What follows belongs to an exercise in optimizing a design on an open flow for small area; a production flow would make more cautious choices.
Only simulation tests tie the RTL to the original design; equivalence was not proved.
No activity file was given, so power comes from the tool's default toggle rates.

File: flow/flow/run.sh
#!/bin/bash
# Own layout flow: the standard flow, with three changes that cut cell area.
#  1. After the standard synthesis, the combinational cells between the flip-flops are re-mapped
#     by Yosys/ABC for area (flow/reopt.tcl with flow/remap.abc). Every flip-flop keeps its cell
#     and its name.
#  2. Port buffers are buf_1 (BUFFER_PORTS_ARGS), not the larger cell buffer_ports picks itself.
#  3. The constant-0 outputs share one tie cell (SKIP_REPAIR_TIE_FANOUT) instead of one each.
# Each tool's full output goes to a log file in this folder.
set -euo pipefail
here=$(pwd)
res=$here/orfs/results/$FLOW_PLATFORM/clutchcamassy/base
YOSYS=${YOSYS_EXE:-$FLOW_HOME/../tools/install/yosys/bin/yosys}
[[ -x $YOSYS ]] || YOSYS=yosys

bash standard.sh synth > log_1_synth.txt 2>&1

cp $res/1_2_yosys.v $here/standard_synth.v
REOPT_IN=$here/standard_synth.v REOPT_OUT=$here/reopt.v REOPT_SCRIPT=$here/flow/remap.abc \
  $YOSYS -c $here/flow/reopt.tcl > log_2_reopt.txt 2>&1
cp $here/reopt.v $res/1_2_yosys.v
touch $res/1_2_yosys.v
rm -f $res/1_synth.odb $res/1_synth.sdc

export SKIP_REPAIR_TIE_FANOUT=1
export BUFFER_PORTS_ARGS="-buffer_cell sky130_fd_sc_hd__buf_1"
export CTS_ARGS="-repair_clock_nets -buf_list sky130_fd_sc_hd__clkbuf_2 -dont_use_dummy_load"
bash standard.sh > log_3_layout.txt 2>&1
File: flow/flow/remap.abc
strash
dch -f
amap
topo
File: flow/flow/reopt.tcl
# Re-map the combinational cells of the standard synthesis netlist for area. Every flip-flop
# instance is kept as it is (same cell, same name); only the logic between them is re-mapped.
yosys -import
set lib $::env(FLOW_HOME)/platforms/sky130hd/lib/sky130_fd_sc_hd__tt_025C_1v80.lib
set in $::env(REOPT_IN)
set out $::env(REOPT_OUT)
set script $::env(REOPT_SCRIPT)
read_liberty -ignore_miss_func $lib
read_verilog $in
hierarchy -top $::env(FLOW_TOP)
setattr -mod -set keep_hierarchy 1 sky130_fd_sc_hd__df* sky130_fd_sc_hd__edf* sky130_fd_sc_hd__sdf*
flatten
opt_clean -purge
# keep the nets into the flip-flops' pins, so ABC treats them as outputs of the logic
yosys cd $::env(FLOW_TOP)
setattr -set keep 1 t:sky130_fd_sc_hd__df* %x:+\[D\] t:sky130_fd_sc_hd__df* %d
yosys cd
tee -o reopt_pre_stat.txt stat -liberty $lib
abc -liberty $lib -script $script $::env(FLOW_TOP)
opt_clean -purge
hilomap -singleton -hicell sky130_fd_sc_hd__conb_1 HI -locell sky130_fd_sc_hd__conb_1 LO
splitnets
opt_clean -purge
insbuf -buf sky130_fd_sc_hd__buf_4 A X
yosys rename -hide w:*.*
opt_clean -purge
tee -o reopt_stat.txt stat -liberty $lib
read_liberty -lib -overwrite $lib
check -assert
select $::env(FLOW_TOP)
write_verilog -noattr -nohex -nodec -selected $out
File: flow/standard.sh
#!/bin/bash
# synth_recipe.tcl (not shown) runs the flow's synth.tcl, then flattens the netlist and writes it again
# the make line also repeats each setting of config.mk as NAME=value (left out here)
make -C /OpenROAD-flow-scripts/flow DESIGN_CONFIG=/design/flow/config.mk WORK_HOME=/design/flow/orfs CLKGATE_MAP_FILE= SYNTH_SCRIPT=/design/flow/synth_recipe.tcl "${@:-finish}"
File: flow/config.mk
export PLATFORM = sky130hd
export DESIGN_NAME = clutchcamassy
export DESIGN_NICKNAME = clutchcamassy
export VERILOG_FILES = /design/flow/design.v
export SDC_FILE = /design/flow/constraint.sdc
export NUM_CORES = 4
export LEC_CHECK = 0
export ABC_AREA = 1
export CAP_MARGIN = 20
export CORE_MARGIN = 2
export CORE_UTILIZATION = 40
export CTS_BUF_LIST = sky130_fd_sc_hd__clkbuf_2 sky130_fd_sc_hd__clkbuf_4
export SLEW_MARGIN = 20
File: flow/constraint.sdc
create_clock -name core_clock -period 35.0 [get_ports {clk}]
set_input_delay 7.0000 -clock core_clock [delete_from_list [all_inputs] [get_ports {clk}]]
set_output_delay 7.0000 -clock core_clock [all_outputs]
set_load 0.01 [all_outputs]
File: flow/design.v
module clutchcamassy(clk, rst, clch_latch, power, cont_angle, clch_angle, rc1, rc2, rc3, rc4, rc5, rc6, rc7, rc8, rc9, rc12, rl1, rl2, rl3, rl10, sccb);
input wire clk;
input wire rst;
input wire clch_latch;
input wire power;
output wire signed [31:0] cont_angle;
output wire signed [31:0] clch_angle;
output wire rc1, rc2, rc3, rc4, rc5, rc6, rc7, rc8, rc9, rc12;
output wire rl1, rl2, rl3, rl10, sccb;
  wire _0000_;
  wire _0001_;
  wire _0002_;
  wire _0003_;
  wire _0004_;
  wire _0005_;
  wire _0006_;
  wire _0007_;
  wire _0008_;
  wire _0009_;
  wire _0010_;
  wire _0011_;
  wire _0012_;
  wire _0013_;
  wire _0014_;
  wire _0015_;
  wire _0016_;
  wire _0017_;
  wire _0018_;
  wire _0019_;
  wire _0020_;
  wire _0021_;
  wire _0022_;
  wire _0023_;
  wire _0024_;
  wire _0025_;
  wire _0026_;
  wire _0027_;
  wire _0028_;
  wire _0029_;
  wire _0030_;
  wire _0031_;
  wire _0032_;
  wire _0033_;
  wire _0034_;
  wire _0035_;
  wire _0036_;
  wire _0037_;
  wire _0038_;
  wire _0039_;
  wire _0040_;
  wire _0041_;
  wire _0042_;
  wire _0043_;
  wire _0044_;
  wire _0045_;
  wire _0046_;
  wire _0047_;
  wire _0048_;
  wire _0049_;
  wire _0050_;
  wire _0051_;
  wire _0052_;
  wire _0053_;
  wire _0054_;
  wire _0055_;
  wire _0056_;
  wire _0057_;
  wire _0058_;
  wire _0059_;
  wire _0060_;
  wire _0061_;
  wire _0062_;
  wire _0063_;
  wire _0064_;
  wire _0065_;
  wire _0066_;
  wire _0067_;
  wire _0068_;
  wire _0069_;
  wire _0070_;
  wire _0071_;
  wire _0072_;
  wire _0073_;
  wire _0074_;
  wire _0075_;
  wire _0076_;
  wire _0077_;
  wire _0078_;
  wire _0079_;
  wire _0080_;
  wire _0081_;
  wire _0082_;
  wire _0083_;
  wire _0084_;
  wire _0085_;
  wire _0086_;
  wire _0087_;
  wire _0088_;
  wire _0089_;
  wire _0090_;
  wire _0091_;
  wire _0092_;
  wire _0093_;
  wire _0094_;
  wire _0095_;
  wire _0096_;
  wire _0097_;
  wire _0098_;
  wire _0099_;
  wire _0100_;
  wire _0101_;
  wire _0102_;
  wire _0103_;
  wire _0104_;
  wire _0105_;
  wire _0106_;
  wire _0107_;
  wire _0108_;
  wire _0109_;
  wire _0110_;
  wire _0111_;
  wire _0112_;
  wire _0113_;
  wire _0114_;
  wire _0115_;
  wire _0116_;
  wire _0117_;
  wire _0118_;
  wire _0119_;
  wire _0120_;
  wire _0121_;
  wire _0122_;
  wire _0123_;
  wire _0124_;
  wire _0125_;
  wire _0126_;
  wire _0127_;
  wire _0128_;
  wire _0129_;
  wire _0130_;
  wire _0131_;
  wire _0132_;
  wire _0133_;
  wire _0134_;
  wire _0135_;
  wire _0136_;
  wire _0137_;
  wire _0138_;
  wire _0139_;
  wire _0140_;
  wire _0141_;
  wire _0142_;
  wire _0143_;
  wire _0144_;
  wire _0145_;
  wire _0146_;
  wire _0147_;
  wire _0148_;
  wire _0149_;
  wire _0150_;
  wire _0151_;
  wire _0152_;
  wire _0153_;
  wire _0154_;
  wire _0155_;
  wire _0156_;
  wire _0157_;
  wire _0158_;
  wire _0159_;
  wire _0160_;
  wire _0161_;
  wire _0162_;
  wire _0163_;
  wire _0164_;
  wire _0165_;
  wire _0166_;
  wire _0167_;
  wire _0168_;
  wire _0169_;
  wire _0170_;
  wire _0171_;
  wire _0172_;
  wire _0173_;
  wire _0174_;
  wire _0175_;
  wire _0176_;
  wire _0177_;
  wire _0178_;
  wire _0179_;
  wire _0180_;
  wire _0181_;
  wire _0182_;
  wire _0183_;
  wire _0184_;
  wire _0185_;
  wire _0186_;
  wire _0187_;
  wire _0188_;
  wire _0189_;
  wire _0190_;
  wire _0191_;
  wire _0192_;
  wire _0193_;
  wire _0194_;
  wire _0195_;
  wire _0196_;
  wire _0197_;
  wire _0198_;
  wire _0199_;
  wire _0200_;
  wire _0201_;
  wire _0202_;
  wire _0203_;
  wire _0204_;
  wire _0205_;
  wire _0206_;
  wire _0207_;
  wire _0208_;
  wire _0209_;
  wire _0210_;
  wire _0211_;
  wire _0212_;
  wire _0213_;
  wire _0214_;
  wire _0215_;
  wire _0216_;
  wire _0217_;
  wire _0218_;
  wire _0219_;
  wire _0220_;
  wire _0221_;
  wire _0222_;
  wire _0223_;
  wire _0224_;
  wire _0225_;
  wire _0226_;
  wire _0227_;
  wire _0228_;
  wire _0229_;
  wire _0230_;
  wire _0231_;
  wire _0232_;
  wire _0233_;
  wire _0234_;
  wire _0235_;
  wire _0236_;
  wire _0237_;
  wire _0238_;
  wire _0239_;
  wire _0240_;
  wire _0241_;
  wire _0242_;
  wire _0243_;
  wire _0244_;
  wire _0245_;
  wire _0246_;
  wire _0247_;
  wire _0248_;
  wire _0249_;
  wire _0250_;
  wire _0251_;
  wire _0252_;
  wire _0253_;
  wire _0254_;
  wire _0255_;
  wire _0256_;
  wire _0257_;
  wire _0258_;
  wire _0259_;
  wire _0260_;
  wire _0261_;
  wire _0262_;
  wire _0263_;
  wire _0264_;
  wire _0265_;
  wire _0266_;
  wire _0267_;
  wire _0268_;
  wire _0269_;
  wire _0270_;
  wire _0271_;
  wire _0272_;
  wire _0273_;
  wire _0274_;
  wire _0275_;
  wire _0276_;
  wire _0277_;
  wire _0278_;
  wire _0279_;
  wire _0280_;
  wire _0281_;
  wire _0282_;
  wire _0283_;
  wire _0284_;
  wire _0285_;
  wire _0286_;
  wire _0287_;
  wire _0288_;
  wire _0289_;
  wire _0290_;
  wire _0291_;
  wire _0292_;
  wire _0293_;
  wire _0294_;
  wire _0295_;
  wire _0296_;
  wire _0297_;
  wire _0298_;
  wire _0299_;
  wire _0300_;
  wire _0301_;
  wire _0302_;
  wire _0303_;
  wire _0304_;
  wire _0305_;
  wire _0306_;
  wire _0307_;
  wire _0308_;
  wire _0309_;
  wire _0310_;
  wire _0311_;
  wire _0312_;
  wire _0313_;
  wire _0314_;
  wire _0315_;
  wire _0316_;
  wire _0317_;
  wire _0318_;
  wire _0319_;
  wire _0320_;
  wire _0321_;
  wire _0322_;
  wire _0323_;
  wire _0324_;
  wire _0325_;
  wire _0326_;
  wire _0327_;
  wire _0328_;
  wire _0329_;
  wire _0330_;
  wire _0331_;
  wire _0332_;
  wire _0333_;
  wire _0334_;
  wire _0335_;
  wire _0336_;
  wire _0337_;
  wire _0338_;
  wire _0339_;
  wire _0340_;
  wire _0341_;
  wire _0342_;
  wire _0343_;
  wire _0344_;
  wire _0345_;
  wire _0346_;
  wire _0347_;
  wire _0348_;
  wire _0349_;
  wire _0350_;
  wire _0351_;
  wire _0352_;
  wire _0353_;
  wire _0354_;
  wire _0355_;
  wire _0356_;
  wire _0357_;
  wire _0358_;
  wire _0359_;
  wire _0360_;
  wire _0361_;
  wire _0362_;
  wire _0363_;
  wire _0364_;
  wire _0365_;
  wire _0366_;
  wire _0367_;
  wire _0368_;
  wire _0369_;
  wire _0370_;
  wire _0371_;
  wire _0372_;
  wire _0373_;
  wire _0374_;
  wire _0375_;
  wire _0376_;
  wire _0377_;
  wire _0378_;
  wire _0379_;
  wire _0380_;
  wire _0381_;
  wire _0382_;
  wire _0383_;
  wire _0384_;
  wire _0385_;
  wire _0386_;
  wire _0387_;
  wire _0388_;
  wire _0389_;
  wire _0390_;
  wire _0391_;
  wire _0392_;
  wire _0393_;
  wire _0394_;
  wire _0395_;
  wire _0396_;
  wire _0397_;
  wire _0398_;
  wire _0399_;
  wire _0400_;
  wire _0401_;
  wire _0402_;
  wire _0403_;
  wire _0404_;
  wire _0405_;
  wire _0406_;
  wire _0407_;
  wire _0408_;
  wire _0409_;
  wire _0410_;
  wire _0411_;
  wire _0412_;
  wire _0413_;
  wire _0414_;
  wire _0415_;
  wire _0416_;
  wire _0417_;
  wire _0418_;
  wire _0419_;
  wire _0420_;
  wire _0421_;
  wire _0422_;
  wire _0423_;
  wire _0424_;
  wire _0425_;
  wire _0426_;
  wire _0427_;
  wire _0428_;
  wire _0429_;
  wire _0430_;
  wire _0431_;
  wire _0432_;
  wire _0433_;
  wire _0434_;
  wire _0435_;
  wire _0436_;
  wire _0437_;
  wire _0438_;
  wire _0439_;
  wire _0440_;
  wire _0441_;
  wire _0442_;
  wire _0443_;
  wire _0444_;
  wire _0445_;
  wire _0446_;
  wire _0447_;
  wire _0448_;
  wire _0449_;
  wire _0450_;
  wire _0451_;
  wire _0452_;
  wire _0453_;
  wire _0454_;
  wire _0455_;
  wire _0456_;
  wire _0457_;
  wire _0458_;
  wire _0459_;
  wire _0460_;
  wire _0461_;
  wire _0462_;
  wire _0463_;
  wire _0464_;
  wire _0465_;
  wire _0466_;
  wire _0467_;
  wire _0468_;
  wire _0469_;
  wire _0470_;
  wire _0471_;
  wire _0472_;
  wire _0473_;
  wire _0474_;
  wire _0475_;
  wire _0476_;
  wire _0477_;
  wire _0478_;
  wire _0479_;
  wire _0480_;
  wire _0481_;
  wire _0482_;
  wire _0483_;
  wire _0484_;
  wire _0485_;
  wire _0486_;
  wire _0487_;
  wire _0488_;
  wire _0489_;
  wire _0490_;
  wire _0491_;
  wire _0492_;
  wire _0493_;
  wire _0494_;
  wire _0495_;
  wire _0496_;
  wire _0497_;
  wire _0498_;
  wire _0499_;
  wire _0500_;
  wire _0501_;
  wire _0502_;
  wire _0503_;
  wire _0504_;
  wire _0505_;
  wire _0506_;
  wire _0507_;
  wire _0508_;
  wire _0509_;
  wire _0510_;
  wire _0511_;
  wire _0512_;
  wire _0513_;
  wire _0514_;
  wire _0515_;
  wire _0516_;
  wire _0517_;
  wire _0518_;
  wire _0519_;
  wire _0520_;
  wire _0521_;
  wire _0522_;
  wire _0523_;
  wire _0524_;
  wire _0525_;
  wire _0526_;
  wire _0527_;
  wire _0528_;
  wire _0529_;
  wire _0530_;
  wire _0531_;
  wire _0532_;
  wire _0533_;
  wire _0534_;
  wire _0535_;
  wire _0536_;
  wire _0537_;
  wire _0538_;
  wire _0539_;
  wire _0540_;
  wire _0541_;
  wire _0542_;
  wire _0543_;
  wire _0544_;
  wire _0545_;
  wire _0546_;
  wire _0547_;
  wire _0548_;
  wire _0549_;
  wire _0550_;
  wire _0551_;
  wire _0552_;
  wire _0553_;
  wire _0554_;
  wire _0555_;
  wire _0556_;
  wire _0557_;
  wire _0558_;
  wire _0559_;
  wire _0560_;
  wire _0561_;
  wire _0562_;
  wire _0563_;
  wire _0564_;
  wire _0565_;
  wire _0566_;
  wire _0567_;
  wire _0568_;
  wire _0569_;
  wire _0570_;
  wire _0571_;
  wire _0572_;
  wire _0573_;
  wire _0574_;
  wire _0575_;
  wire _0576_;
  wire _0577_;
  wire _0578_;
  wire _0579_;
  wire _0580_;
  wire _0581_;
  wire _0582_;
  wire _0583_;
  wire _0584_;
  wire _0585_;
  wire _0586_;
  wire _0587_;
  wire _0588_;
  wire _0589_;
  wire _0590_;
  wire _0591_;
  wire _0592_;
  wire _0593_;
  wire _0594_;
  wire _0595_;
  wire _0596_;
  wire _0597_;
  wire _0598_;
  wire _0599_;
  wire _0600_;
  wire _0601_;
  wire _0602_;
  wire _0603_;
  wire _0604_;
  wire _0605_;
  wire _0606_;
  wire _0607_;
  wire _0608_;
  wire _0609_;
  wire _0610_;
  wire _0611_;
  wire _0612_;
  wire _0613_;
  wire _0614_;
  wire _0615_;
  wire _0616_;
  wire _0617_;
  wire _0618_;
  wire _0619_;
  wire _0620_;
  wire _0621_;
  wire _0622_;
  wire _0623_;
  wire _0624_;
  wire _0625_;
  wire _0626_;
  wire _0627_;
  wire _0628_;
  wire _0629_;
  wire _0630_;
  wire _0631_;
  wire _0632_;
  wire _0633_;
  wire _0634_;
  wire _0635_;
  wire _0636_;
  wire _0637_;
  wire _0638_;
  wire _0639_;
  wire _0640_;
  wire _0641_;
  wire _0642_;
  wire _0643_;
  wire _0644_;
  wire _0645_;
  wire _0646_;
  wire _0647_;
  wire _0648_;
  wire _0649_;
  wire _0650_;
  wire _0651_;
  wire _0652_;
  wire _0653_;
  wire _0654_;
  wire _0655_;
  wire _0656_;
  wire _0657_;
  wire _0658_;
  wire _0659_;
  wire _0660_;
  wire _0661_;
  wire _0662_;
  wire _0663_;
  wire _0664_;
  wire _0665_;
  wire _0666_;
  wire _0667_;
  wire _0668_;
  wire _0669_;
  wire _0670_;
  wire _0671_;
  wire _0672_;
  wire _0673_;
  wire _0674_;
  wire _0675_;
  wire _0676_;
  wire _0677_;
  wire _0678_;
  wire _0679_;
  wire _0680_;
  wire _0681_;
  wire _0682_;
  wire _0683_;
  wire _0684_;
  wire _0685_;
  wire _0686_;
  wire _0687_;
  wire _0688_;
  wire _0689_;
  wire _0690_;
  wire _0691_;
  wire _0692_;
  wire _0693_;
  wire [8:0] cx;
  reg [1:0] mode;
  reg \cx_reg[7] ;
  always @(posedge clk)
    \cx_reg[7]  <= _0108_;
  assign cx[7] = \cx_reg[7] ;
  reg \cx_reg[8] ;
  always @(posedge clk)
    \cx_reg[8]  <= _0120_;
  assign cx[8] = \cx_reg[8] ;
  reg \cx_reg[3] ;
  always @(posedge clk)
    \cx_reg[3]  <= _0105_;
  assign cx[3] = \cx_reg[3] ;
  reg \cx_reg[4] ;
  always @(posedge clk)
    \cx_reg[4]  <= _0103_;
  assign cx[4] = \cx_reg[4] ;
  reg \cx_reg[5] ;
  always @(posedge clk)
    \cx_reg[5]  <= _0101_;
  assign cx[5] = \cx_reg[5] ;
  reg \cx_reg[6] ;
  always @(posedge clk)
    \cx_reg[6]  <= _0122_;
  assign cx[6] = \cx_reg[6] ;
  reg \cont_angle_reg[0] ;
  always @(posedge clk)
    \cont_angle_reg[0]  <= _0118_;
  assign cont_angle[0] = \cont_angle_reg[0] ;
  reg \cont_angle_reg[1] ;
  always @(posedge clk)
    \cont_angle_reg[1]  <= _0116_;
  assign cont_angle[1] = \cont_angle_reg[1] ;
  reg \cont_angle_reg[2] ;
  always @(posedge clk)
    \cont_angle_reg[2]  <= _0094_;
  assign cont_angle[2] = \cont_angle_reg[2] ;
  always @(posedge clk)
    mode[0] <= _0113_;
  always @(posedge clk)
    mode[1] <= _0115_;
  assign _0001_ = ~cont_angle[1];
  assign _0000_ = _0123_ & _0124_;
  assign _0123_ = ~mode[1];
  assign _0124_ = ~mode[0];
  assign _0002_ = ~_0000_;
  assign clch_angle[1] = _0125_ | _0126_;
  assign _0125_ = ~_0001_;
  assign _0126_ = ~_0002_;
  assign _0003_ = ~cont_angle[0];
  assign clch_angle[0] = _0127_ | _0128_;
  assign _0127_ = ~_0003_;
  assign _0128_ = ~_0002_;
  assign _0004_ = ~cx[3];
  assign _0133_ = _0129_ & _0130_;
  assign _0134_ = _0131_ & _0132_;
  assign _0005_ = _0133_ | _0134_;
  assign _0129_ = ~cont_angle[0];
  assign _0130_ = ~cont_angle[2];
  assign _0131_ = ~cont_angle[1];
  assign _0132_ = ~cont_angle[2];
  assign _0006_ = _0135_ & _0136_;
  assign _0135_ = ~_0004_;
  assign _0136_ = ~_0005_;
  assign _0015_ = _0137_ & _0138_;
  assign _0137_ = ~cx[4];
  assign _0138_ = ~_0006_;
  assign _0007_ = ~cx[6];
  assign _0008_ = ~cx[5];
  assign _0009_ = _0139_ & _0140_;
  assign _0139_ = ~_0007_;
  assign _0140_ = ~_0008_;
  assign _0016_ = ~_0009_;
  assign _0010_ = _0141_ & _0142_;
  assign _0141_ = ~cx[6];
  assign _0142_ = ~cx[5];
  assign _0017_ = ~_0010_;
  assign _0013_ = ~cx[4];
  assign _0011_ = ~cont_angle[2];
  assign _0012_ = _0143_ & _0144_;
  assign _0143_ = ~_0001_;
  assign _0144_ = ~_0011_;
  assign _0014_ = _0145_ & _0146_;
  assign _0145_ = ~cx[3];
  assign _0146_ = ~_0012_;
  assign _0018_ = _0147_ & _0148_;
  assign _0147_ = ~_0013_;
  assign _0148_ = ~_0014_;
  assign _0153_ = _0149_ & _0150_;
  assign _0154_ = _0151_ & _0152_;
  assign rc7 = _0153_ | _0154_;
  assign _0149_ = ~_0017_;
  assign _0150_ = ~_0018_;
  assign _0151_ = ~_0015_;
  assign _0152_ = ~_0016_;
  assign clch_angle[2] = _0155_ & _0156_;
  assign _0155_ = ~_0011_;
  assign _0156_ = ~_0000_;
  assign _0160_ = _0157_ | _0158_;
  assign _0020_ = _0160_ | _0159_;
  assign _0157_ = ~_0004_;
  assign _0158_ = ~_0013_;
  assign _0159_ = ~cx[6];
  assign _0019_ = _0161_ & _0162_;
  assign _0161_ = ~_0009_;
  assign _0162_ = ~_0010_;
  assign _0021_ = ~_0019_;
  assign _0166_ = _0163_ & _0164_;
  assign rc6 = _0166_ | _0165_;
  assign _0163_ = ~_0012_;
  assign _0164_ = ~_0020_;
  assign _0165_ = ~_0021_;
  assign _0028_ = ~rc6;
  assign _0022_ = ~mode[0];
  assign _0025_ = ~cx[7];
  assign _0023_ = ~mode[1];
  assign _0170_ = _0167_ & _0168_;
  assign _0026_ = _0170_ & _0169_;
  assign _0167_ = ~cx[8];
  assign _0168_ = ~_0022_;
  assign _0169_ = ~_0023_;
  assign _0024_ = ~cx[8];
  assign _0175_ = _0171_ & _0172_;
  assign _0176_ = _0173_ & _0174_;
  assign _0027_ = _0175_ | _0176_;
  assign _0171_ = ~_0024_;
  assign _0172_ = ~mode[1];
  assign _0173_ = ~mode[0];
  assign _0174_ = ~mode[1];
  assign _0189_ = _0177_ & _0178_;
  assign _0190_ = _0189_ & _0179_;
  assign _0191_ = _0180_ & _0181_;
  assign _0192_ = _0191_ & _0182_;
  assign _0193_ = _0183_ & _0184_;
  assign _0194_ = _0193_ & _0185_;
  assign _0195_ = _0186_ & _0187_;
  assign _0196_ = _0195_ & _0188_;
  assign _0197_ = _0190_ | _0192_;
  assign _0198_ = _0197_ | _0194_;
  assign _0029_ = _0198_ | _0196_;
  assign _0177_ = ~_0022_;
  assign _0178_ = ~_0025_;
  assign _0179_ = ~_0027_;
  assign _0180_ = ~_0022_;
  assign _0181_ = ~_0026_;
  assign _0182_ = ~_0027_;
  assign _0183_ = ~cx[7];
  assign _0184_ = ~_0025_;
  assign _0185_ = ~_0027_;
  assign _0186_ = ~cx[7];
  assign _0187_ = ~_0026_;
  assign _0188_ = ~_0027_;
  assign _0203_ = _0199_ & _0200_;
  assign _0204_ = _0201_ & _0202_;
  assign rl10 = _0203_ | _0204_;
  assign _0199_ = ~_0002_;
  assign _0200_ = ~_0029_;
  assign _0201_ = ~_0028_;
  assign _0202_ = ~_0029_;
  assign rc5 = _0205_ & _0206_;
  assign _0205_ = ~_0024_;
  assign _0206_ = ~_0028_;
  assign _0030_ = ~_0029_;
  assign _0037_ = _0207_ | _0208_;
  assign _0207_ = ~_0002_;
  assign _0208_ = ~_0030_;
  assign _0031_ = _0209_ & _0210_;
  assign _0209_ = ~cont_angle[0];
  assign _0210_ = ~cont_angle[1];
  assign _0032_ = _0211_ & _0212_;
  assign _0211_ = ~_0011_;
  assign _0212_ = ~_0031_;
  assign _0216_ = _0213_ & _0214_;
  assign _0033_ = _0216_ & _0215_;
  assign _0213_ = ~cx[3];
  assign _0214_ = ~cx[4];
  assign _0215_ = ~_0032_;
  assign _0220_ = _0217_ & _0218_;
  assign _0038_ = _0220_ | _0219_;
  assign _0217_ = ~_0008_;
  assign _0218_ = ~_0033_;
  assign _0219_ = ~_0007_;
  assign _0224_ = _0221_ | _0222_;
  assign _0035_ = _0224_ | _0223_;
  assign _0221_ = ~_0004_;
  assign _0222_ = ~_0013_;
  assign _0223_ = ~_0005_;
  assign _0034_ = _0225_ | _0226_;
  assign _0225_ = ~_0024_;
  assign _0226_ = ~_0025_;
  assign _0239_ = _0227_ & _0228_;
  assign _0240_ = _0239_ & _0229_;
  assign _0241_ = _0230_ & _0231_;
  assign _0242_ = _0241_ & _0232_;
  assign _0243_ = _0233_ & _0234_;
  assign _0244_ = _0243_ & _0235_;
  assign _0245_ = _0236_ & _0237_;
  assign _0246_ = _0245_ & _0238_;
  assign _0247_ = _0240_ | _0242_;
  assign _0248_ = _0247_ | _0244_;
  assign _0036_ = _0248_ | _0246_;
  assign _0227_ = ~_0022_;
  assign _0228_ = ~_0023_;
  assign _0229_ = ~_0026_;
  assign _0230_ = ~_0022_;
  assign _0231_ = ~_0025_;
  assign _0232_ = ~_0026_;
  assign _0233_ = ~_0034_;
  assign _0234_ = ~_0023_;
  assign _0235_ = ~_0026_;
  assign _0236_ = ~_0034_;
  assign _0237_ = ~_0025_;
  assign _0238_ = ~_0026_;
  assign _0253_ = _0249_ & _0250_;
  assign _0254_ = _0253_ | _0251_;
  assign _0039_ = _0254_ | _0252_;
  assign _0249_ = ~cx[6];
  assign _0250_ = ~_0035_;
  assign _0251_ = ~_0036_;
  assign _0252_ = ~_0017_;
  assign _0258_ = _0255_ & _0256_;
  assign rl3 = _0258_ | _0257_;
  assign _0255_ = ~_0037_;
  assign _0256_ = ~_0038_;
  assign _0257_ = ~_0039_;
  assign _0040_ = _0259_ | _0260_;
  assign _0259_ = ~cx[3];
  assign _0260_ = ~cx[4];
  assign rc4 = _0261_ | _0262_;
  assign _0261_ = ~_0040_;
  assign _0262_ = ~rc7;
  assign _0042_ = _0263_ | _0264_;
  assign _0263_ = ~cx[4];
  assign _0264_ = ~_0006_;
  assign _0041_ = _0265_ & _0266_;
  assign _0265_ = ~cx[4];
  assign _0266_ = ~_0017_;
  assign _0043_ = _0267_ | _0268_;
  assign _0267_ = ~_0014_;
  assign _0268_ = ~_0041_;
  assign _0273_ = _0269_ & _0270_;
  assign _0274_ = _0273_ | _0271_;
  assign rc12 = _0274_ | _0272_;
  assign _0269_ = ~_0007_;
  assign _0270_ = ~_0042_;
  assign _0271_ = ~_0016_;
  assign _0272_ = ~_0043_;
  assign _0278_ = _0275_ & _0276_;
  assign _0044_ = _0278_ | _0277_;
  assign _0275_ = ~cx[5];
  assign _0276_ = ~_0042_;
  assign _0277_ = ~_0028_;
  assign rc3 = ~_0044_;
  assign _0283_ = _0279_ | _0280_;
  assign _0284_ = _0283_ | _0281_;
  assign _0045_ = _0284_ | _0282_;
  assign _0279_ = ~_0001_;
  assign _0280_ = ~_0013_;
  assign _0281_ = ~_0004_;
  assign _0282_ = ~_0011_;
  assign _0289_ = _0285_ & _0286_;
  assign _0290_ = _0287_ & _0288_;
  assign _0046_ = _0289_ | _0290_;
  assign _0285_ = ~_0024_;
  assign _0286_ = ~_0045_;
  assign _0287_ = ~cont_angle[0];
  assign _0288_ = ~_0045_;
  assign _0047_ = _0291_ | _0292_;
  assign _0291_ = ~cx[6];
  assign _0292_ = ~_0008_;
  assign _0296_ = _0293_ & _0294_;
  assign _0048_ = _0296_ & _0295_;
  assign _0293_ = ~cx[4];
  assign _0294_ = ~_0006_;
  assign _0295_ = ~_0025_;
  assign _0049_ = _0297_ | _0298_;
  assign _0297_ = ~cx[5];
  assign _0298_ = ~_0011_;
  assign _0299_ = _0046_ & _0020_;
  assign _0300_ = _0046_ & _0049_;
  assign _0301_ = _0047_ & _0020_;
  assign _0302_ = _0048_ & _0020_;
  assign _0303_ = _0047_ & _0049_;
  assign _0304_ = _0048_ & _0049_;
  assign _0305_ = _0299_ | _0300_;
  assign _0306_ = _0305_ | _0301_;
  assign _0307_ = _0306_ | _0302_;
  assign _0308_ = _0307_ | _0303_;
  assign rc2 = _0308_ | _0304_;
  assign _0050_ = ~_0036_;
  assign _0051_ = _0309_ & _0310_;
  assign _0309_ = ~_0004_;
  assign _0310_ = ~_0050_;
  assign _0315_ = _0311_ & _0312_;
  assign _0316_ = _0313_ & _0314_;
  assign _0052_ = _0315_ | _0316_;
  assign _0311_ = ~_0050_;
  assign _0312_ = ~_0051_;
  assign _0313_ = ~_0037_;
  assign _0314_ = ~_0051_;
  assign _0320_ = _0317_ & _0318_;
  assign _0053_ = _0320_ | _0319_;
  assign _0317_ = ~_0027_;
  assign _0318_ = ~_0052_;
  assign _0319_ = ~_0013_;
  assign _0055_ = _0321_ & _0322_;
  assign _0321_ = ~cx[5];
  assign _0322_ = ~_0053_;
  assign _0054_ = _0323_ & _0324_;
  assign _0323_ = ~_0051_;
  assign _0324_ = ~_0053_;
  assign _0328_ = _0325_ | _0326_;
  assign _0056_ = _0328_ | _0327_;
  assign _0325_ = ~cx[6];
  assign _0326_ = ~_0008_;
  assign _0327_ = ~_0054_;
  assign _0333_ = _0329_ & _0330_;
  assign _0334_ = _0333_ | _0331_;
  assign _0059_ = _0334_ | _0332_;
  assign _0329_ = ~cx[6];
  assign _0330_ = ~_0055_;
  assign _0331_ = ~_0002_;
  assign _0332_ = ~_0056_;
  assign _0338_ = _0335_ & _0336_;
  assign _0057_ = _0338_ | _0337_;
  assign _0335_ = ~cx[5];
  assign _0336_ = ~_0018_;
  assign _0337_ = ~_0050_;
  assign _0339_ = _0003_ & _0057_;
  assign _0340_ = _0013_ & _0057_;
  assign _0341_ = _0011_ & _0057_;
  assign _0342_ = _0029_ & _0057_;
  assign _0343_ = _0339_ | _0340_;
  assign _0344_ = _0343_ | _0341_;
  assign _0060_ = _0344_ | _0342_;
  assign _0349_ = _0345_ & _0346_;
  assign _0350_ = _0347_ & _0348_;
  assign _0058_ = _0349_ | _0350_;
  assign _0345_ = ~cont_angle[0];
  assign _0346_ = ~_0050_;
  assign _0347_ = ~cx[5];
  assign _0348_ = ~_0050_;
  assign _0354_ = _0351_ & _0352_;
  assign _0061_ = _0354_ | _0353_;
  assign _0351_ = ~_0029_;
  assign _0352_ = ~_0058_;
  assign _0353_ = ~_0039_;
  assign _0358_ = _0355_ & _0356_;
  assign rl2 = _0358_ | _0357_;
  assign _0355_ = ~_0059_;
  assign _0356_ = ~_0060_;
  assign _0357_ = ~_0061_;
  assign _0062_ = ~_0041_;
  assign _0064_ = _0359_ & _0360_;
  assign _0359_ = ~cx[3];
  assign _0360_ = ~_0062_;
  assign _0365_ = _0361_ & _0362_;
  assign _0366_ = _0363_ & _0364_;
  assign _0063_ = _0365_ | _0366_;
  assign _0361_ = ~_0017_;
  assign _0362_ = ~cont_angle[2];
  assign _0363_ = ~_0040_;
  assign _0364_ = ~cont_angle[2];
  assign _0065_ = _0367_ & _0368_;
  assign _0367_ = ~_0016_;
  assign _0368_ = ~_0063_;
  assign _0375_ = _0369_ & _0370_;
  assign _0376_ = _0375_ & _0371_;
  assign _0377_ = _0372_ & _0373_;
  assign _0378_ = _0377_ & _0374_;
  assign rc1 = _0376_ | _0378_;
  assign _0369_ = ~_0032_;
  assign _0370_ = ~_0064_;
  assign _0371_ = ~_0065_;
  assign _0372_ = ~rc12;
  assign _0373_ = ~_0064_;
  assign _0374_ = ~_0065_;
  assign _0385_ = _0379_ & _0380_;
  assign _0386_ = _0381_ & _0382_;
  assign _0387_ = _0383_ & _0384_;
  assign _0388_ = _0385_ | _0386_;
  assign clch_angle[8] = _0388_ | _0387_;
  assign _0379_ = ~_0002_;
  assign _0380_ = ~_0029_;
  assign _0381_ = ~_0030_;
  assign _0382_ = ~_0029_;
  assign _0383_ = ~_0041_;
  assign _0384_ = ~_0029_;
  assign _0393_ = _0389_ & _0390_;
  assign _0394_ = _0391_ & _0392_;
  assign clch_angle[7] = _0393_ | _0394_;
  assign _0389_ = ~_0050_;
  assign _0390_ = ~_0064_;
  assign _0391_ = ~_0037_;
  assign _0392_ = ~_0062_;
  assign clch_angle[6] = ~_0059_;
  assign _0401_ = _0395_ & _0396_;
  assign _0402_ = _0397_ & _0398_;
  assign _0403_ = _0399_ & _0400_;
  assign _0404_ = _0401_ | _0402_;
  assign rc8 = _0404_ | _0403_;
  assign _0395_ = ~cx[4];
  assign _0396_ = ~_0010_;
  assign _0397_ = ~_0009_;
  assign _0398_ = ~_0010_;
  assign _0399_ = ~_0032_;
  assign _0400_ = ~_0010_;
  assign _0066_ = _0405_ & _0406_;
  assign _0405_ = ~_0000_;
  assign _0406_ = ~_0055_;
  assign _0410_ = _0407_ & _0408_;
  assign clch_angle[5] = _0410_ | _0409_;
  assign _0407_ = ~_0008_;
  assign _0408_ = ~_0054_;
  assign _0409_ = ~_0066_;
  assign _0415_ = _0411_ & _0412_;
  assign _0416_ = _0413_ & _0414_;
  assign _0069_ = _0415_ | _0416_;
  assign _0411_ = ~cont_angle[1];
  assign _0412_ = ~cx[4];
  assign _0413_ = ~_0001_;
  assign _0414_ = ~_0013_;
  assign _0420_ = _0417_ & _0418_;
  assign _0067_ = _0420_ | _0419_;
  assign _0417_ = ~cx[5];
  assign _0418_ = ~_0011_;
  assign _0419_ = ~_0049_;
  assign _0068_ = ~_0067_;
  assign _0425_ = _0421_ & _0422_;
  assign _0426_ = _0425_ & _0423_;
  assign _0070_ = _0426_ & _0424_;
  assign _0421_ = ~cx[3];
  assign _0422_ = ~_0013_;
  assign _0423_ = ~_0021_;
  assign _0424_ = ~_0068_;
  assign _0071_ = _0427_ & _0428_;
  assign _0427_ = ~_0020_;
  assign _0428_ = ~_0067_;
  assign _0432_ = _0429_ & _0430_;
  assign _0077_ = _0432_ & _0431_;
  assign _0429_ = ~_0069_;
  assign _0430_ = ~_0070_;
  assign _0431_ = ~_0071_;
  assign _0072_ = _0433_ | _0434_;
  assign _0433_ = ~_0004_;
  assign _0434_ = ~_0011_;
  assign _0435_ = _0016_ & _0072_;
  assign _0436_ = _0435_ & _0068_;
  assign _0075_ = _0436_ | _0063_;
  assign _0073_ = _0437_ | _0438_;
  assign _0437_ = ~cx[3];
  assign _0438_ = ~cont_angle[2];
  assign _0439_ = _0017_ & _0069_;
  assign _0440_ = _0073_ & _0069_;
  assign _0074_ = _0439_ | _0440_;
  assign _0444_ = _0441_ & _0442_;
  assign _0076_ = _0444_ & _0443_;
  assign _0441_ = ~_0030_;
  assign _0442_ = ~_0074_;
  assign _0443_ = ~_0036_;
  assign _0449_ = _0445_ & _0446_;
  assign _0450_ = _0447_ & _0448_;
  assign _0078_ = _0449_ | _0450_;
  assign _0445_ = ~_0036_;
  assign _0446_ = ~_0076_;
  assign _0447_ = ~_0075_;
  assign _0448_ = ~_0076_;
  assign _0457_ = _0451_ & _0452_;
  assign _0458_ = _0457_ & _0453_;
  assign _0459_ = _0454_ & _0455_;
  assign _0460_ = _0459_ & _0456_;
  assign sccb = _0458_ | _0460_;
  assign _0451_ = ~_0007_;
  assign _0452_ = ~_0077_;
  assign _0453_ = ~_0078_;
  assign _0454_ = ~_0051_;
  assign _0455_ = ~_0077_;
  assign _0456_ = ~_0078_;
  assign _0464_ = _0461_ & _0462_;
  assign clch_angle[4] = _0464_ | _0463_;
  assign _0461_ = ~_0013_;
  assign _0462_ = ~_0052_;
  assign _0463_ = ~_0053_;
  assign _0468_ = _0465_ & _0466_;
  assign _0079_ = _0468_ | _0467_;
  assign _0465_ = ~cx[5];
  assign _0466_ = ~_0035_;
  assign _0467_ = ~cx[6];
  assign _0472_ = _0469_ & _0470_;
  assign _0080_ = _0472_ | _0471_;
  assign _0469_ = ~_0017_;
  assign _0470_ = ~_0045_;
  assign _0471_ = ~_0079_;
  assign _0081_ = _0473_ & _0474_;
  assign _0473_ = ~_0007_;
  assign _0474_ = ~_0031_;
  assign _0480_ = _0475_ & _0476_;
  assign _0481_ = _0480_ & _0477_;
  assign _0482_ = _0478_ & _0479_;
  assign rl1 = _0481_ | _0482_;
  assign _0475_ = ~_0080_;
  assign _0476_ = ~_0081_;
  assign _0477_ = ~_0039_;
  assign _0478_ = ~_0037_;
  assign _0479_ = ~_0080_;
  assign _0486_ = _0483_ & _0484_;
  assign _0082_ = _0486_ & _0485_;
  assign _0483_ = ~_0003_;
  assign _0484_ = ~_0001_;
  assign _0485_ = ~_0073_;
  assign _0490_ = _0487_ & _0488_;
  assign _0083_ = _0490_ | _0489_;
  assign _0487_ = ~cx[4];
  assign _0488_ = ~_0082_;
  assign _0489_ = ~_0024_;
  assign _0494_ = _0491_ & _0492_;
  assign _0084_ = _0494_ | _0493_;
  assign _0491_ = ~_0040_;
  assign _0492_ = ~_0031_;
  assign _0493_ = ~_0083_;
  assign _0085_ = _0495_ & _0496_;
  assign _0495_ = ~_0080_;
  assign _0496_ = ~_0081_;
  assign _0500_ = _0497_ & _0498_;
  assign rc9 = _0500_ | _0499_;
  assign _0497_ = ~_0044_;
  assign _0498_ = ~_0084_;
  assign _0499_ = ~_0085_;
  assign _0507_ = _0501_ & _0502_;
  assign _0508_ = _0503_ & _0504_;
  assign _0509_ = _0505_ & _0506_;
  assign _0510_ = _0507_ | _0508_;
  assign clch_angle[3] = _0510_ | _0509_;
  assign _0501_ = ~_0004_;
  assign _0502_ = ~_0051_;
  assign _0503_ = ~_0002_;
  assign _0504_ = ~_0051_;
  assign _0505_ = ~_0050_;
  assign _0506_ = ~_0051_;
  assign cont_angle[8] = _0511_ & _0512_;
  assign _0511_ = ~_0024_;
  assign _0512_ = ~_0041_;
  assign _0517_ = _0513_ & _0514_;
  assign _0518_ = _0515_ & _0516_;
  assign cont_angle[7] = _0517_ | _0518_;
  assign _0513_ = ~_0024_;
  assign _0514_ = ~_0062_;
  assign _0515_ = ~_0025_;
  assign _0516_ = ~_0064_;
  assign _0522_ = _0519_ & _0520_;
  assign _0086_ = _0522_ | _0521_;
  assign _0519_ = ~_0025_;
  assign _0520_ = ~_0004_;
  assign _0521_ = ~_0034_;
  assign _0087_ = ~_0086_;
  assign _0526_ = _0523_ & _0524_;
  assign _0088_ = _0526_ | _0525_;
  assign _0523_ = ~cx[8];
  assign _0524_ = ~_0087_;
  assign _0525_ = ~_0013_;
  assign _0089_ = _0527_ & _0528_;
  assign _0527_ = ~cx[4];
  assign _0528_ = ~_0086_;
  assign _0533_ = _0529_ & _0530_;
  assign _0534_ = _0531_ & _0532_;
  assign cont_angle[6] = _0533_ | _0534_;
  assign _0529_ = ~_0007_;
  assign _0530_ = ~_0089_;
  assign _0531_ = ~_0019_;
  assign _0532_ = ~_0088_;
  assign _0539_ = _0535_ & _0536_;
  assign _0540_ = _0537_ & _0538_;
  assign cont_angle[5] = _0539_ | _0540_;
  assign _0535_ = ~cx[5];
  assign _0536_ = ~_0088_;
  assign _0537_ = ~_0008_;
  assign _0538_ = ~_0089_;
  assign _0544_ = _0541_ & _0542_;
  assign cont_angle[4] = _0544_ | _0543_;
  assign _0541_ = ~_0013_;
  assign _0542_ = ~_0087_;
  assign _0543_ = ~_0088_;
  assign _0553_ = _0545_ & _0546_;
  assign _0554_ = _0547_ & _0548_;
  assign _0555_ = _0549_ & _0550_;
  assign _0556_ = _0551_ & _0552_;
  assign _0557_ = _0553_ | _0554_;
  assign _0558_ = _0557_ | _0555_;
  assign cont_angle[3] = _0558_ | _0556_;
  assign _0545_ = ~cx[7];
  assign _0546_ = ~_0025_;
  assign _0547_ = ~cx[7];
  assign _0548_ = ~_0004_;
  assign _0549_ = ~cx[3];
  assign _0550_ = ~_0025_;
  assign _0551_ = ~cx[3];
  assign _0552_ = ~_0004_;
  assign _0090_ = _0559_ | _0560_;
  assign _0559_ = ~cont_angle[0];
  assign _0560_ = ~power;
  assign _0091_ = _0561_ & _0562_;
  assign _0561_ = ~_0001_;
  assign _0562_ = ~_0090_;
  assign _0092_ = ~_0091_;
  assign _0093_ = _0563_ & _0564_;
  assign _0563_ = ~_0011_;
  assign _0564_ = ~_0092_;
  assign _0571_ = _0565_ & _0566_;
  assign _0572_ = _0571_ & _0567_;
  assign _0573_ = _0568_ & _0569_;
  assign _0574_ = _0573_ & _0570_;
  assign _0094_ = _0572_ | _0574_;
  assign _0565_ = ~_0011_;
  assign _0566_ = ~rst;
  assign _0567_ = ~_0093_;
  assign _0568_ = ~_0092_;
  assign _0569_ = ~rst;
  assign _0570_ = ~_0093_;
  assign _0095_ = _0575_ & _0576_;
  assign _0575_ = ~_0073_;
  assign _0576_ = ~_0092_;
  assign _0096_ = _0577_ | _0578_;
  assign _0577_ = ~cx[4];
  assign _0578_ = ~_0095_;
  assign _0099_ = _0579_ & _0580_;
  assign _0579_ = ~_0008_;
  assign _0580_ = ~_0096_;
  assign _0097_ = ~rst;
  assign _0584_ = _0581_ | _0582_;
  assign _0098_ = _0584_ | _0583_;
  assign _0581_ = ~cx[4];
  assign _0582_ = ~_0009_;
  assign _0583_ = ~_0093_;
  assign _0100_ = _0585_ | _0586_;
  assign _0585_ = ~_0097_;
  assign _0586_ = ~_0098_;
  assign _0593_ = _0587_ & _0588_;
  assign _0594_ = _0593_ & _0589_;
  assign _0595_ = _0590_ & _0591_;
  assign _0596_ = _0595_ & _0592_;
  assign _0101_ = _0594_ | _0596_;
  assign _0587_ = ~_0008_;
  assign _0588_ = ~_0099_;
  assign _0589_ = ~_0100_;
  assign _0590_ = ~_0096_;
  assign _0591_ = ~_0099_;
  assign _0592_ = ~_0100_;
  assign _0600_ = _0597_ & _0598_;
  assign _0102_ = _0600_ | _0599_;
  assign _0597_ = ~cx[4];
  assign _0598_ = ~_0095_;
  assign _0599_ = ~_0096_;
  assign _0103_ = _0601_ & _0602_;
  assign _0601_ = ~_0100_;
  assign _0602_ = ~_0102_;
  assign _0104_ = _0603_ & _0604_;
  assign _0603_ = ~cx[3];
  assign _0604_ = ~_0093_;
  assign _0608_ = _0605_ & _0606_;
  assign _0105_ = _0608_ & _0607_;
  assign _0605_ = ~_0100_;
  assign _0606_ = ~_0104_;
  assign _0607_ = ~_0095_;
  assign _0106_ = _0609_ & _0610_;
  assign _0609_ = ~cx[3];
  assign _0610_ = ~_0098_;
  assign _0107_ = ~_0106_;
  assign _0623_ = _0611_ & _0612_;
  assign _0624_ = _0623_ & _0613_;
  assign _0625_ = _0614_ & _0615_;
  assign _0626_ = _0625_ & _0616_;
  assign _0627_ = _0617_ & _0618_;
  assign _0628_ = _0627_ & _0619_;
  assign _0629_ = _0620_ & _0621_;
  assign _0630_ = _0629_ & _0622_;
  assign _0631_ = _0624_ | _0626_;
  assign _0632_ = _0631_ | _0628_;
  assign _0108_ = _0632_ | _0630_;
  assign _0611_ = ~_0025_;
  assign _0612_ = ~_0034_;
  assign _0613_ = ~rst;
  assign _0614_ = ~_0025_;
  assign _0615_ = ~_0106_;
  assign _0616_ = ~rst;
  assign _0617_ = ~_0107_;
  assign _0618_ = ~_0034_;
  assign _0619_ = ~rst;
  assign _0620_ = ~_0107_;
  assign _0621_ = ~_0106_;
  assign _0622_ = ~rst;
  assign _0110_ = _0633_ & _0634_;
  assign _0633_ = ~cx[8];
  assign _0634_ = ~_0025_;
  assign _0639_ = _0635_ & _0636_;
  assign _0640_ = _0639_ & _0637_;
  assign _0109_ = _0640_ & _0638_;
  assign _0635_ = ~_0004_;
  assign _0636_ = ~_0005_;
  assign _0637_ = ~cont_angle[2];
  assign _0638_ = ~_0056_;
  assign _0644_ = _0641_ | _0642_;
  assign _0111_ = _0644_ | _0643_;
  assign _0641_ = ~clch_latch;
  assign _0642_ = ~_0097_;
  assign _0643_ = ~_0109_;
  assign _0112_ = _0109_ | _0645_;
  assign _0645_ = ~_0097_;
  assign _0650_ = _0646_ & _0647_;
  assign _0651_ = _0648_ & _0649_;
  assign _0113_ = _0650_ | _0651_;
  assign _0646_ = ~_0022_;
  assign _0647_ = ~_0112_;
  assign _0648_ = ~_0110_;
  assign _0649_ = ~_0111_;
  assign _0114_ = ~cont_angle[6];
  assign _0656_ = _0652_ & _0653_;
  assign _0657_ = _0654_ & _0655_;
  assign _0115_ = _0656_ | _0657_;
  assign _0652_ = ~_0023_;
  assign _0653_ = ~_0112_;
  assign _0654_ = ~_0114_;
  assign _0655_ = ~_0111_;
  assign _0664_ = _0658_ & _0659_;
  assign _0665_ = _0664_ & _0660_;
  assign _0666_ = _0661_ & _0662_;
  assign _0667_ = _0666_ & _0663_;
  assign _0116_ = _0665_ | _0667_;
  assign _0658_ = ~_0001_;
  assign _0659_ = ~rst;
  assign _0660_ = ~_0091_;
  assign _0661_ = ~_0090_;
  assign _0662_ = ~rst;
  assign _0663_ = ~_0091_;
  assign _0671_ = _0668_ & _0669_;
  assign _0117_ = _0671_ | _0670_;
  assign _0668_ = ~cont_angle[0];
  assign _0669_ = ~power;
  assign _0670_ = ~_0097_;
  assign _0676_ = _0672_ & _0673_;
  assign _0677_ = _0674_ & _0675_;
  assign _0118_ = _0676_ | _0677_;
  assign _0672_ = ~cont_angle[0];
  assign _0673_ = ~_0117_;
  assign _0674_ = ~power;
  assign _0675_ = ~_0117_;
  assign _0119_ = _0678_ & _0679_;
  assign _0678_ = ~_0107_;
  assign _0679_ = ~_0110_;
  assign _0686_ = _0680_ & _0681_;
  assign _0687_ = _0686_ & _0682_;
  assign _0688_ = _0683_ & _0684_;
  assign _0689_ = _0688_ & _0685_;
  assign _0120_ = _0687_ | _0689_;
  assign _0680_ = ~_0024_;
  assign _0681_ = ~rst;
  assign _0682_ = ~_0119_;
  assign _0683_ = ~_0107_;
  assign _0684_ = ~rst;
  assign _0685_ = ~_0119_;
  assign _0121_ = _0690_ & _0691_;
  assign _0690_ = ~cx[6];
  assign _0691_ = ~_0099_;
  assign _0122_ = _0692_ & _0693_;
  assign _0692_ = ~_0100_;
  assign _0693_ = ~_0121_;
  assign cx[2:0] = cont_angle[2:0];
  assign clch_angle[31:9] = 23'h000000;
  assign cont_angle[31:9] = 23'h000000;
endmodule
==> results of run 1 <==
==> cells in the final DEF, fill, tap and decap left out, types with 2 or more instances in the layout <==
cell and n:
nor2_1 42, buf_1 36, clkinv_1 26, o21ai_0 23
nand2_1 13, dfxtp_1 11, o22ai_1 7, nand3_1 6
a21oi_1 6, nor3_1 5, a211oi_1 4, a221oi_1 3
o32ai_1 3, a31oi_1 3, clkbuf_2 3, o211ai_1 2
nor2b_1 2, o32a_1 2
==> power breakdown <==
group | switching [mW] | leakage, nW | internal, mW
Clock | 0.00417 | 0.0125 | 0.00234
Sequential | 0.000351 | 0.0890 | 0.0127
Combinational | 0.00356 | 0.265 | 0.000696
Total | 0.00808 | 0.367 | 0.0157
==> per-layer routing <==
| layer | share of wire | wire length, um | GRT usage | vias to the layer above |
|---|---|---|---|---|
| met1 | 0.43 | 1480 | 0.252 | 604 |
| met4 | 0.012 | 42 | 0.0942 | 0 |
| met3 | 0.11 | 373 | 0.0352 | 6 |
| li1 | - | - | - | 681 |
| met2 | 0.45 | 1530 | 0.286 | 104 |
| met5 | 0 | 0 | 0 | - |
==> path summary, 6_finish.rpt <==
path / slack [ps] / to / startpoint
max reg2reg: 32210 / mode[0]$_DFF_P_ / cx_reg[7]$_DFF_P_
min reg2reg: 530 / mode[0]$_DFF_P_ / mode[0]$_DFF_P_
max: 25110 / rl2 / cx_reg[7]$_DFF_P_
min: 530 / mode[0]$_DFF_P_ / mode[0]$_DFF_P_
==> stage by stage <==
| stage | instance area [um2] | hold WS (ps) |
|---|---|---|
| final | 1190 | 535 |
| after floorplan | 1340 | 483 |
| after global routing | 1190 | 561 |
| after global placement | 1170 | 518 |
| after CTS | 1190 | 540 |
| after detailed placement | 1170 | 526 |
==> worst reg2reg max path, stage by stage, from the launching register on <==
cell	delay, ps
dfxtp_1	410
clkinv_1	240
a221oi_1	640
clkinv_1	340
nor2_1	180
o21ai_0	140
nor2_1	160
nand3_1	110
nor2_1	230
nand3_1	130
o32ai_1	130
==> area by class of cell <==
cell class	instances	area share
Sequential cell	11	0.185
Tap cell	46	0.0484
Inverter	26	0.0821
Clock buffer	3	0.0126
Timing Repair Buffer	36	0.114
Multi-Input combinational cell	129	0.558
==> flow_metrics.py, run 1 <==
metrics = {
    "synth": {
        "syn_inst": 214,
        "syn-cell-area_um2": 1340,
        "synth_fp_nets": 218,
        "synth.avg_cell_area_um2": 6.27,
        "yosys_warnings": 1,
    },
    "setup_path": {
        "crit_arrival_ps": 2890,
        "crit_type": "flip-flop to primary output",
        "slowest_stage": "a221oi_1",
        "cp.required_ps": 28000,
        "startpoint_type": "flip-flop",
        "cpPeakStageDelay_ps": 640,
        "cp.depth": 10,
        "cp_num_buf_inv": 3,
        "critical_path.top_delay_family": "compound AO/OA/AOI/OAI gates",
        "path_cells": "clkinv_1 > a221oi_1 > clkinv_1 > nor2_1 > o21ai_0 > nor2_1 > nand3_1 > o211ai_1 > o21ai_0 > buf_1",
        "r2r_cells": 10,
        "critPathCaptureType": "primary output",
        "crit_path_max_fanout": 9,
    },
    "sta": {
        "rsz0062_at_grt": "false",
        "fin_skew_ps": 12.6,
        "drv_slew": 0,
        "max_freq_mhz": 101,
        "setup_viol": 0,
        "tns_ps": 0,
        "fin_ws_ps": 25110,
        "slew_headroom": 0.576,
        "finalHoldViolCount": 0,
        "worst_pin_slew_ps": 637,
        "period_needed_ps": 9890,
        "post-route-period-util": 0.283,
    },
    "routing": {
        "antenna_left": 0,
        "dr.first_iter.drc_count": 114,
        "viasPerCell": 5.56,
        "wl_per_cell_um": 13.6,
        "routed_wl_um": 3420,
        "first_pass_iters": 4,
        "route.vias.total": 1395,
        "drc": 0,
    },
    "layout": {
        "multiInputGateArea_um2": 663,
        "areaGrowthSynthToFinish_pct": -11.4,
        "fillers": 380,
        "stdcell_count": 251,
        "largest_reg_flops": 6,
        "area.sequential_um2": 220,
        "antenna_cells": 0,
        "drive_gt1_frac": 0.0146,
        "fin_util": 0.362,
        "nets": 211,
    },
    "status": {
        "outcome": "timing/DRC/antenna clean",
    },
    "cts": {
        "cts_setup_buffers": 0,
        "cts_sinks": 11,
        "cts_max_level": 1,
        "clock_path_buffers": 2,
        "clkSlewWorstSetupHoldPaths_ps": 90,
        "cts_root_buf": "clkbuf_2",
        "clk_latency_ps": 270,
        "cts_tree": "done",
        "cts_hold_buf": 0,
        "numCtsBuffers": 3,
        "cts_resized": 0,
    },
    "place": {
        "gp_congestion": 0.921,
        "dp_worst_setup_slack_ps": 25450,
        "hpwl_um": 2710,
        "portBuffers": 36,
        "dp_cells": 248,
    },
    "power_and_ir_drop": {
        "power_leakage_nw": 0.367,
        "ir_drop_mv": 0.0123,
        "power_density_nw_per_um2": 20.0,
        "finalPower_mw": 0.0238,
    },
    "die": {
        "start_util": 0.408,
        "die_h_um": 61.9,
        "die_width_um": 61.9,
        "rows": 21,
        "fp.coreArea_um2": 3280,
        "die-area_um2": 3830,
        "ioPinCount": 83,
    },
    "global_routing": {
        "gr-total-overflow": 0,
        "grt_usage": 0.187,
        "grt_pass1_vias": 1210,
        "grt_max_degree": 47,
        "grt_pass1_wl_um": 5350,
        "antenna_found_initial": 0,
    },
    "run": {
        "maxCapViolCount": 0,
    },
    "min_path": {
        "min_path_type": "flip-flop to flip-flop",
        "min_delay_path_depth": 2,
    },
}
==> run 2, diff against run 1 <==
--- a/flow/flow/run.sh
+++ b/flow/flow/run.sh
@@ -23,5 +23,5 @@
 
 export SKIP_REPAIR_TIE_FANOUT=1
 export BUFFER_PORTS_ARGS="-buffer_cell sky130_fd_sc_hd__buf_1"
-export CTS_ARGS="-repair_clock_nets -buf_list sky130_fd_sc_hd__clkbuf_2 -dont_use_dummy_load"
+export CTS_ARGS="-repair_clock_nets -buf_list sky130_fd_sc_hd__clkbuf_4 -dont_use_dummy_load"
 bash standard.sh > log_3_layout.txt 2>&1
==> flow_metrics.py, run 2 <==
metrics = {
    "status": {
        "outcome": "timing/DRC/antenna clean",
    },
    "global_routing": {
        "gr-total-overflow": 0,
        "grt_usage": 0.189,
        "grt_pass1_vias": 1216,
        "grt_max_degree": 47,
        "antenna_found_initial": 0,
        "grt_pass1_wl_um": 5370,
    },
    "sta": {
        "finalHoldViolCount": 0,
        "fin_skew_ps": 11.6,
        "slew_headroom": 0.586,
        "max_freq_mhz": 102,
        "rsz0062_at_grt": "false",
        "setup_viol": 0,
        "post-route-period-util": 0.281,
        "period_needed_ps": 9850,
        "tns_ps": 0,
        "drv_slew": 0,
        "worst_pin_slew_ps": 614,
    },
    "layout": {
        "largest_reg_flops": 6,
        "mostFrequentLayoutCells": "nor2_1 (42), buf_1 (36), clkinv_1 (26), o21ai_0 (23), nand2_1 (13)",
        "antenna_cells": 0,
        "final_common_cell": "nor2_1",
        "fin_area_um2": 1200,
        "drive_gt1_frac": 0.0146,
        "fin_util": 0.364,
        "areaGrowthSynthToFinish_pct": -10.8,
        "nets": 211,
        "fillers": 379,
    },
    "setup_path": {
        "cpPeakStageDelay_ps": 620,
        "reg2reg_from": "cx_reg[7]$_DFF_P_",
        "path_cells": "clkinv_1 > a221oi_1 > clkinv_1 > nor2_1 > o21ai_0 > nor2_1 > nand3_1 > o211ai_1 > o21ai_0 > buf_1",
        "startpoint_type": "flip-flop",
        "crit_path_max_fanout": 9,
        "crit_arrival_ps": 2850,
        "cp-startpoint": "cx_reg[7]$_DFF_P_",
        "critPathCaptureType": "primary output",
        "cp.required_ps": 28000,
        "crit_type": "flip-flop to primary output",
        "slowest_stage": "a221oi_1",
    },
    "cts": {
        "clock_path_buffers": 2,
        "cts_sinks": 11,
        "cts_resized": 0,
        "cts_max_level": 1,
        "numCtsBuffers": 3,
        "clkSlewWorstSetupHoldPaths_ps": 60,
        "cts_root_buf": "clkbuf_4",
        "clk_latency_ps": 270,
        "cts_setup_buffers": 0,
        "cts_tree": "done",
        "cts_hold_buf": 0,
    },
    "synth": {
        "synth_fp_nets": 218,
        "syn-cell-area_um2": 1340,
        "yosys_warnings": 1,
        "synth.avg_cell_area_um2": 6.27,
        "syn_inst": 214,
    },
    "routing": {
        "routed_wl_um": 3380,
        "dr.first_iter.drc_count": 85,
        "viasPerCell": 5.54,
        "route.vias.total": 1390,
        "wl_per_cell_um": 13.5,
        "drc": 0,
        "first_pass_iters": 4,
        "antenna_left": 0,
    },
    "die": {
        "die-area_um2": 3830,
        "ioPinCount": 83,
        "die_h_um": 61.9,
        "start_util": 0.408,
        "fp.coreArea_um2": 3280,
        "die_width_um": 61.9,
        "rows": 21,
    },
    "place": {
        "hpwl_um": 2710,
        "dpl_cell_area_um2": 1170,
        "gp_congestion": 0.921,
        "portBuffers": 36,
    },
    "min_path": {
        "min_path_type": "flip-flop to flip-flop",
        "min_from": "mode[1]$_DFF_P_",
    },
    "power_and_ir_drop": {
        "finalPower_mw": 0.0254,
        "power_leakage_nw": 0.368,
        "power_density_nw_per_um2": 21.2,
        "ir_drop_mv": 0.0124,
    },
    "run": {
        "maxCapViolCount": 0,
    },
}
-- run 2: worst max-delay path, delay by kind of cell, from the launching register on --
kind,cells,cell delay (ps)
compound gates,4,1030
buf+inv,3,700
simple gates,3,450
flops,1,390
-- run 2: final cells by class --
class                   count  area, um2  share of cell area
clock buffers               3       22.5              0.0188
inverters                  26       97.6              0.0816
multi-input cells         129        663               0.554
flip-flops and latches     11        220               0.184
well taps                  46       57.6              0.0481
repair buffers             36        135               0.113
-- run 2: metrics by stage --
stage,hold WS [ps],setup WS [ps],cells
detailed placement,526,25450,248
global placement,518,25440,248
CTS,535,25150,251
global route,556,24830,251
floorplan,483,25920,214
finish,529,25150,251
-- run 2: worst paths after layout --
kind	end	slack, ps	cells past startpoint
hold reg to reg	mode[1]$_DFF_P_	530	2
hold / removal	mode[1]$_DFF_P_	530	2
setup reg to reg	mode[0]$_DFF_P_	32250	10
setup / recovery	rl2	25150	10
-- run 2: layer usage --
metal	part of all wire	track usage	wire, um	vias up
met3	0.076	0.0352	258	10
met1	0.46	0.253	1550	604
li1	-	-	-	684
met5	0	0	0	-
met4	0.021	0.100	71	0
met2	0.44	0.287	1490	92
-- run 2: where the power goes --
part,leakage (nW),switching (mW),internal [mW]
sequential,0.0890,0.000343,0.0127
clock,0.0138,0.00411,0.00398
combinational,0.265,0.00356,0.000696
total,0.368,0.00802,0.0174
==> run 3, diff against run 2 <==
--- a/flow/flow/run.sh
+++ b/flow/flow/run.sh
@@ -23,5 +23,4 @@
 
 export SKIP_REPAIR_TIE_FANOUT=1
 export BUFFER_PORTS_ARGS="-buffer_cell sky130_fd_sc_hd__buf_1"
-export CTS_ARGS="-repair_clock_nets -buf_list sky130_fd_sc_hd__clkbuf_4 -dont_use_dummy_load"
 bash standard.sh > log_3_layout.txt 2>&1
==> flow_metrics.py, run 3 <==
metrics = {
    "status": {
        "outcome": "timing/DRC/antenna clean",
    },
    "die": {
        "ioPinCount": 83,
        "die_h_um": 61.9,
        "fp.coreArea_um2": 3280,
        "start_util": 0.408,
        "die_width_um": 61.9,
        "rows": 21,
        "die-area_um2": 3830,
    },
    "global_routing": {
        "grt_max_degree": 47,
        "met3_usage": 0.0373,
        "grt_pass1_wl_um": 5350,
        "use_met1": 0.251,
        "grt_usage": 0.188,
        "met2_usage": 0.286,
        "top_usage_layer": "met2",
        "gr-total-overflow": 0,
        "antenna_found_initial": 0,
        "grt_pass1_vias": 1226,
    },
    "run": {
        "maxCapViolCount": 0,
    },
    "setup_path": {
        "critical_path.top_delay_family": "compound AO/OA/AOI/OAI gates",
        "r2r_cells": 10,
        "r2r-end": "mode[0]$_DFF_P_",
        "cp.required_ps": 28000,
        "reg2reg_from": "cx_reg[7]$_DFF_P_",
        "crit_arrival_ps": 2880,
        "critPathCaptureType": "primary output",
        "crit_path_max_fanout": 9,
        "slowest_stage": "a221oi_1",
        "path_cells": "clkinv_1 > a221oi_1 > clkinv_1 > nor2_1 > o21ai_0 > nor2_1 > nand3_1 > o211ai_1 > o21ai_0 > buf_1",
        "cpPeakStageDelay_ps": 630,
        "cp_num_buf_inv": 3,
        "reg2reg_setup_slack_ps": 32230,
        "crit_type": "flip-flop to primary output",
        "startpoint_type": "flip-flop",
    },
    "sta": {
        "drv_slew": 0,
        "fin_skew_ps": 4.88,
        "whs_ps": 532,
        "finalHoldViolCount": 0,
        "fin_ws_ps": 25120,
        "slew_headroom": 0.553,
        "setup_viol": 0,
        "worst_pin_slew_ps": 663,
        "post-route-period-util": 0.282,
        "tns_ps": 0,
        "rsz0062_at_grt": "false",
        "max_freq_mhz": 101,
        "period_needed_ps": 9880,
    },
    "layout": {
        "drive_gt1_frac": 0.0194,
        "nets": 211,
        "fillers": 379,
        "areaGrowthSynthToFinish_pct": -10.3,
        "largest_reg_flops": 6,
        "final_common_cell": "nor2_1",
        "mostFrequentLayoutCells": "nor2_1 (42), buf_1 (36), clkinv_1 (26), o21ai_0 (23), nand2_1 (13)",
        "antenna_cells": 0,
        "fin_util": 0.366,
    },
    "cts": {
        "clock_path_buffers": 2,
        "cts_hold_buf": 0,
        "numCtsBuffers": 3,
        "clk_latency_ps": 270,
        "cts_sinks": 11,
        "cts_tree": "done",
        "cts_setup_buffers": 0,
        "cts_resized": 0,
        "cts_max_level": 1,
        "clkSlewWorstSetupHoldPaths_ps": 60,
        "cts_root_buf": "clkbuf_4",
    },
    "routing": {
        "first_pass_iters": 5,
        "route.vias.total": 1400,
        "routed_wl_um": 3440,
        "wl_per_cell_um": 13.6,
        "viasPerCell": 5.56,
        "drc": 0,
        "antenna_left": 0,
        "dr.first_iter.drc_count": 106,
    },
    "place": {
        "portBuffers": 36,
        "gp_congestion": 0.921,
        "dp_worst_setup_slack_ps": 25450,
        "hpwl_um": 2710,
    },
    "power_and_ir_drop": {
        "ir_drop_mv": 0.0149,
        "power_density_nw_per_um2": 22.3,
        "power_leakage_nw": 0.373,
    },
    "synth": {
        "synth.avg_cell_area_um2": 6.27,
        "syn-cell-area_um2": 1340,
        "synth_fp_nets": 218,
        "syn_inst": 214,
        "yosys_warnings": 1,
    },
    "min_path": {
        "min_from": "mode[0]$_DFF_P_",
        "min_path_type": "flip-flop to flip-flop",
        "min_delay_path_depth": 2,
        "min_to": "mode[0]$_DFF_P_",
    },
}
## run 3: routing by layer
| metal | wire length, um | vias to the layer above |
|---|---|---|
| met1 | 1550 | 603 |
| met5 | 0 | - |
| met4 | 59 | 0 |
| met3 | 341 | 11 |
| li1 | - | 682 |
| met2 | 1490 | 104 |
## run 3: cell type report
cell class                      instances  area, um2  area share
Multi-Input combinational cell        129        663       0.551
Sequential cell                        11        220       0.183
Timing Repair Buffer                   36        135       0.112
Inverter                               26       97.6      0.0811
Tap cell                               46       57.6      0.0478
Clock buffer                            4       30.0      0.0249
## run 3: where the power goes
group	switching, mW	internal, mW	leakage, nW
logic	0.00357	0.000696	0.265
clock network	0.00431	0.00519	0.0184
registers	0.000347	0.0127	0.0890
total	0.00823	0.0186	0.373
## run 3: stage by stage
step	power [mW]	area [um2]	std cells
after global routing	0.0286	1200	252
after global placement	0.0176	1170	248
after floorplan	0.0208	1340	214
final	0.0268	1200	252
after detailed placement	0.0175	1170	248
after CTS	0.0270	1200	252
## run 3: worst max path at each step
stage                     slack (ps)               from  cells past startpoint  end
after global routing           24830  cx_reg[8]$_DFF_P_                     11  rl2
after CTS                      25150  cx_reg[7]$_DFF_P_                     10  rl2
after detailed placement       25450  cx_reg[7]$_DFF_P_                     10  rl2
after global placement         25440  cx_reg[8]$_DFF_P_                     10  rl2
after floorplan                25920  cx_reg[7]$_DFF_P_                      8  rl2
final                          25120  cx_reg[7]$_DFF_P_                     10  rl2
## run 3: tightest hold or removal path, stage by stage, from the launching register on
cell	delay [ps]
dfxtp_1	310
clkinv_1	80
o32ai_1	90

## port drivers added, routing unchanged
No port has a modelled driver above. Below, the same layouts with a new extraction and two added sets of constraints.
Step 1 (the two cells are an assumption about what drives the block):
set clk [get_ports {clk}]
set_driving_cell -lib_cell sky130_fd_sc_hd__clkbuf_16 $clk
set_driving_cell -lib_cell sky130_fd_sc_hd__buf_2 [delete_from_list [all_inputs] $clk]
Step 2 also shifts input and output timing later by t, the mid clock arrival at the registers, as if the neighbouring blocks saw the same clock.
a / b / c = ideal / step 1 / step 2; a / b = the first two.
run	shift t [ns]	slack for setup (ns)	worst hold slack (ns)	latest minus earliest clock arrival (ns)	worst data-port slew with drivers (ns)
run 1	0.279	25.111 / 25.092 / 25.371	0.535 / 0.535 / 0.535	0.013 / 0.012	0.04
run 2	0.288	25.151 / 25.131 / 25.419	0.529 / 0.529 / 0.529	0.011 / 0.012	0.03
run 3	0.288	25.121 / 25.101 / 25.390	0.532 / 0.532 / 0.532	0.005 / 0.005	0.04
After both steps setup and hold are still met in every run listed.
